This is an optimization exercise on Yosys and OpenROAD, whose aim is small area, not a production implementation.
Function was checked by simulation only, so behaviour that the tests miss may differ from the original.
No activity file was given, so power comes from the tool's default toggle rates.

## top_level
module top_level(clk_100MHz, rst, sw, hsync, vsync, rgb);
   input         clk_100MHz, rst;
   input  [1:0]  sw;
   output        hsync, vsync;
   output [11:0] rgb;
   wire          rst_s, h_cell, v_cell;
   wire   [9:0]  hc, vc;
   aiso AISO(.clk(clk_100MHz), .rst(rst), .rst_s(rst_s));
   vga VGA(.clk_100MHz(clk_100MHz), .rst(rst_s), .hsync(hsync),
           .vsync(vsync), .hc(hc), .vc(vc), .h_cell(h_cell), .v_cell(v_cell));
   vga_animate PX_ANIMATE(.clk(clk_100MHz), .rst(rst_s), .sw(sw),
                          .hc(hc), .vc(vc), .h_cell(h_cell),
                          .v_cell(v_cell), .rgb(rgb));
endmodule
For scale: ~610 cells after synthesis, about 63 flip-flops.
==> flow/config.mk <==
export PLATFORM = sky130hd
export DESIGN_NAME = top_level
export DESIGN_NICKNAME = top_level
export VERILOG_FILES = /design/flow/design.v
export SDC_FILE = /design/flow/constraint.sdc
export NUM_CORES = 4
export LEC_CHECK = 0
export ABC_AREA = 1
export ABC_CLOCK_PERIOD_IN_PS = 10000
export CAP_MARGIN = 20
export CORE_MARGIN = 2
export CORE_UTILIZATION = 55
export CTS_BUF_LIST = sky130_fd_sc_hd__clkbuf_4
export CTS_CLUSTER_SIZE = 30
export SLEW_MARGIN = 20
==> flow/constraint.sdc <==
create_clock -name core_clock -period 10.0 [get_ports {clk_100MHz}]
set_input_delay 2.0000 -clock core_clock [delete_from_list [all_inputs] [get_ports {clk_100MHz}]]
set_output_delay 2.0000 -clock core_clock [all_outputs]
set_load 0.01 [all_outputs]
run.sh (not shown) runs the stock make flow with config.mk's settings and CLKGATE_MAP_FILE= SYNTH_SCRIPT=/design/flow/synth_recipe.tcl, a recipe that flattens the netlist after the stock synthesis.
Rerun with:
Settings changed: CTS_BUF_LIST sky130_fd_sc_hd__clkbuf_4 to not set, CTS_CLUSTER_SIZE 30 to not set.
The changed run went through all stages and came out clean.
Area after synthesis stays the same.
Final area climbs by 1.1%.
Global-route usage stays flat.
Power increases by 9.0%.
Worst setup slack gains 76 ps.
Utilization goes up by 0.69 points.
Critical path depth is unchanged.
Sequential share of layout area shrinks by 0.31 points.
Synthesized cell count stays the same.
Combinational power stays flat.
Die area is unchanged.
Rerun with:
Settings changed: CTS_BUF_LIST set to sky130_fd_sc_hd__clkbuf_8, CTS_CLUSTER_DIAMETER set to 200, CTS_CLUSTER_SIZE set to 64.
After rerunning:
- setup slack is about the same
- count of clock-buffer cells in the layout falls by 1
- via count is unchanged
- wire length barely changes

========
== JK ==
top_level, a different RTL version from the one above (not shown whole).
For scale: ~510 cells after synthesis, roughly 62 flip-flops, about 0.0036 mm² of cells after synthesis.
Settings: LEC_CHECK=0, ABC_AREA=1, ABC_CLOCK_PERIOD_IN_PS=10000, CAP_MARGIN=20, CORE_MARGIN=2, CORE_UTILIZATION=55, CTS_BUF_LIST=sky130_fd_sc_hd__clkbuf_4, SLEW_MARGIN=20; clock period 10.0 ns.
standard.sh (not shown) runs the stock make flow with config.mk's settings and CLKGATE_MAP_FILE= SYNTH_SCRIPT=/design/flow/synth_recipe.tcl, a recipe that flattens the netlist after the stock synthesis.
==> flow/flow/run.sh <==
#!/bin/bash
# Layout flow: the standard ORFS flow (standard.sh), with three changes:
#  - synthesis runs synth.tcl here, which is synth_recipe.tcl with only ABC's
#    mapping call replaced (area scripts in abc/, the smallest result kept),
#    and without ORFS's adder extraction (ADDER_MAP_FILE empty);
#  - the input and output port buffers use sky130_fd_sc_hd__buf_1;
#  - clock tree synthesis uses clkbuf_4 and inserts no dummy loads.
# make's full output goes to flow_make.log in this folder; each ORFS step
# keeps its own log under orfs/logs/.
set -euo pipefail
here=$(cd "$(dirname "$0")" && pwd)
export MY_ABC_DIR="$here/abc"
export FLOW_SYNTH_TCL="$PWD/synth_recipe.tcl"
bash standard.sh finish "SYNTH_SCRIPT=$here/synth.tcl" "ADDER_MAP_FILE=" \
  "BUFFER_PORTS_ARGS=-buffer_cell sky130_fd_sc_hd__buf_1" \
  "CTS_ARGS=-repair_clock_nets -buf_list sky130_fd_sc_hd__clkbuf_4 -dont_use_dummy_load" \
  > flow_make.log 2>&1
==> flow/flow/abc/a0.abc <==
strash
dch -f
amap
topo
==> flow/flow/abc/a1.abc <==
strash
dch -f
amap -F 20 -A 40
topo
==> flow/flow/synth.tcl <==
# Synthesis: the standard synthesis script (synth_recipe.tcl, which runs
# ORFS's synth.tcl with -nofsm -noshare, then flattens and renames), with
# only ABC's technology-mapping call changed: the combinational logic is
# mapped for area with several deep-synthesis seeds, and the smallest
# result is kept. Registers are mapped before this call and are unchanged.
proc abc {args} {
  set i [lsearch -exact $args -script]
  set lib [lindex $args [expr { [lsearch -exact $args -liberty] + 1 }]]
  set best -1
  yosys design -save abc_in
  foreach script [lsort [glob $::env(MY_ABC_DIR)/*.abc]] {
    yosys design -load abc_in
    yosys abc {*}[lreplace $args $i [expr { $i + 1 }] -script $script]
    yosys tee -q -o $::env(RESULTS_DIR)/abc_try.txt stat -liberty $lib
    set f [open $::env(RESULTS_DIR)/abc_try.txt]
    set txt [read $f]
    close $f
    regexp {Chip area for module '[^']*': ([0-9.]+)} $txt -> area
    puts "abc script [file tail $script]: area $area"
    if { $best < 0 || $area < $best } {
      set best $area
      yosys design -save abc_best
    }
  }
  yosys design -load abc_best
  puts "abc: kept area $best"
}
source $::env(FLOW_SYNTH_TCL)
JK reached the final stage; the timing, design-rule and antenna checks on its layout passed.
### JK -> MS
-- flow/flow/run.sh --
<<< JK, line 15
  "BUFFER_PORTS_ARGS=-buffer_cell sky130_fd_sc_hd__buf_1" \
  "CTS_ARGS=-repair_clock_nets -buf_list sky130_fd_sc_hd__clkbuf_4 -dont_use_dummy_load" \
  > flow_make.log 2>&1
>>> MS, line 15
  "BUFFER_PORTS_ARGS=-buffer_cell sky130_fd_sc_hd__buf_1" \
  "CTS_ARGS=-sink_clustering_enable -repair_clock_nets -buf_list sky130_fd_sc_hd__clkbuf_4 -dont_use_dummy_load -sink_clustering_size 30 -sink_buffer_max_cap_derate 2.0" \
  > flow_make.log 2>&1
Results
Comparing JK with MS, the estimated wirelength of the detail-placed design came out essentially unchanged. On pre-CTS setup slack, MS tracks JK almost exactly. Run status, MS: aborted in clock tree synthesis (4_1_cts), error CTS-0109. JK: done, clean on timing, DRC and antenna. Re cell area reported after detailed placement: no difference whatsoever between MS and JK. Status: synthesized area parity (MS, JK). Diff MS..JK | per-instance average area after synthesis | unchanged.
### MS -> AL
-- flow/flow/run.sh --
<<< MS, line 15
  "BUFFER_PORTS_ARGS=-buffer_cell sky130_fd_sc_hd__buf_1" \
  "CTS_ARGS=-sink_clustering_enable -repair_clock_nets -buf_list sky130_fd_sc_hd__clkbuf_4 -dont_use_dummy_load -sink_clustering_size 30 -sink_buffer_max_cap_derate 2.0" \
  > flow_make.log 2>&1
>>> AL, line 15
  "BUFFER_PORTS_ARGS=-buffer_cell sky130_fd_sc_hd__buf_1" \
  "CTS_ARGS=-sink_clustering_enable -repair_clock_nets -buf_list sky130_fd_sc_hd__clkbuf_4 -dont_use_dummy_load" \
  > flow_make.log 2>&1
==> flow/flow/abc/b1.abc (new file) <==
strash
&get -n
&deepsyn -T 20 -S 1
&put
dch -f
amap
topo
==> flow/flow/abc/b2.abc (new file) <==
strash
&get -n
&deepsyn -T 20 -S 2
&put
dch -f
amap
topo
==> flow/flow/abc/b3.abc (new file) <==
strash
&get -n
&deepsyn -T 20 -S 3
&put
dch -f
amap
topo
==> flow/flow/abc/b4.abc (new file) <==
strash
&get -n
&deepsyn -T 20 -S 4
&put
dch -f
amap
topo
==> flow/flow/abc/b5.abc (new file) <==
strash
&get -n
&deepsyn -T 20 -S 5
&put
dch -f
amap
topo
==> flow/flow/abc/b6.abc (new file) <==
strash
&get -n
&deepsyn -T 20 -S 6
&put
dch -f
amap
topo
==> flow/flow/abc/c1.abc (new file) <==
strash
&get -n
&deepsyn -T 20 -S 1
&put
dch -f
amap -F 20 -A 40
topo
==> flow/flow/abc/c2.abc (new file) <==
strash
&get -n
&deepsyn -T 20 -S 2
&put
dch -f
amap -F 20 -A 40
topo
==> flow/flow/abc/c3.abc (new file) <==
strash
&get -n
&deepsyn -T 20 -S 3
&put
dch -f
amap -F 20 -A 40
topo
==> flow/flow/abc/c4.abc (new file) <==
strash
&get -n
&deepsyn -T 20 -S 4
&put
dch -f
amap -F 20 -A 40
topo
==> flow/flow/abc/c5.abc (new file) <==
strash
&get -n
&deepsyn -T 20 -S 5
&put
dch -f
amap -F 20 -A 40
topo
==> flow/flow/abc/c6.abc (new file) <==
strash
&get -n
&deepsyn -T 20 -S 6
&put
dch -f
amap -F 20 -A 40
topo
==> flow/flow/abc/c7.abc (new file) <==
strash
&get -n
&deepsyn -T 20 -S 7
&put
dch -f
amap -F 20 -A 40
topo
==> flow/flow/abc/c8.abc (new file) <==
strash
&get -n
&deepsyn -T 20 -S 8
&put
dch -f
amap -F 20 -A 40
topo
==> comparison <==
AL reached the end of the flow, and the finished layout is clean on the timing, design-rule and antenna checks. The higher pre-CTS setup slack of AL and MS is in MS. Looking at post-synthesis cell type count, AL sits about 8% above MS. AL: area share of xor/xnor cells in the synthesized design higher than MS. [compare] base=MS new=AL: final RePlAce weighted congestion has remained practically unchanged; count of placed standard cells including taps has decreased; post-synthesis instance area has decreased; post-synthesis simple-gate area fraction has decreased; count of flip-flops with a built-in enable after synthesis has remained practically unchanged. Going from MS to AL, count of pins on the block boundary closely matched the old numbers, area fraction in compound gates after synthesis closely matched the old numbers.

[afterwards: timing with drivers on the ports]
The flow's constraints put no driver on any port. The routed layouts listed below were extracted and timed again, unchanged, in two steps.
Step 1, drivers: a clkbuf_16 drives clk_100MHz and a buf_2 each remaining input, both assumed.
Step 2, shift: input delay + t, output delay - t, t = (earliest + latest rising clock arrival at the registers) / 2. This alone moves slack from input paths to output paths.
Three values: ideal, step 1, step 2; two values: the first two.
run | t (ns) | setup WS [ns] | worst data-port slew with drivers (ns)
the first run of note 1 | 0.422 | 2.115 / 2.087 / 2.509 | 0.03
the second run of note 1 | 0.361 | 2.192 / 2.164 / 2.526 | 0.03
the third run of note 1 | 0.361 | 2.192 / 2.165 / 2.526 | 0.03
JK | 0.429 | 2.941 / 2.914 / 3.344 | 0.03
AL | 0.429 | 2.550 / 2.521 / 2.951 | 0.03
After both steps setup and hold are still met in every run listed.
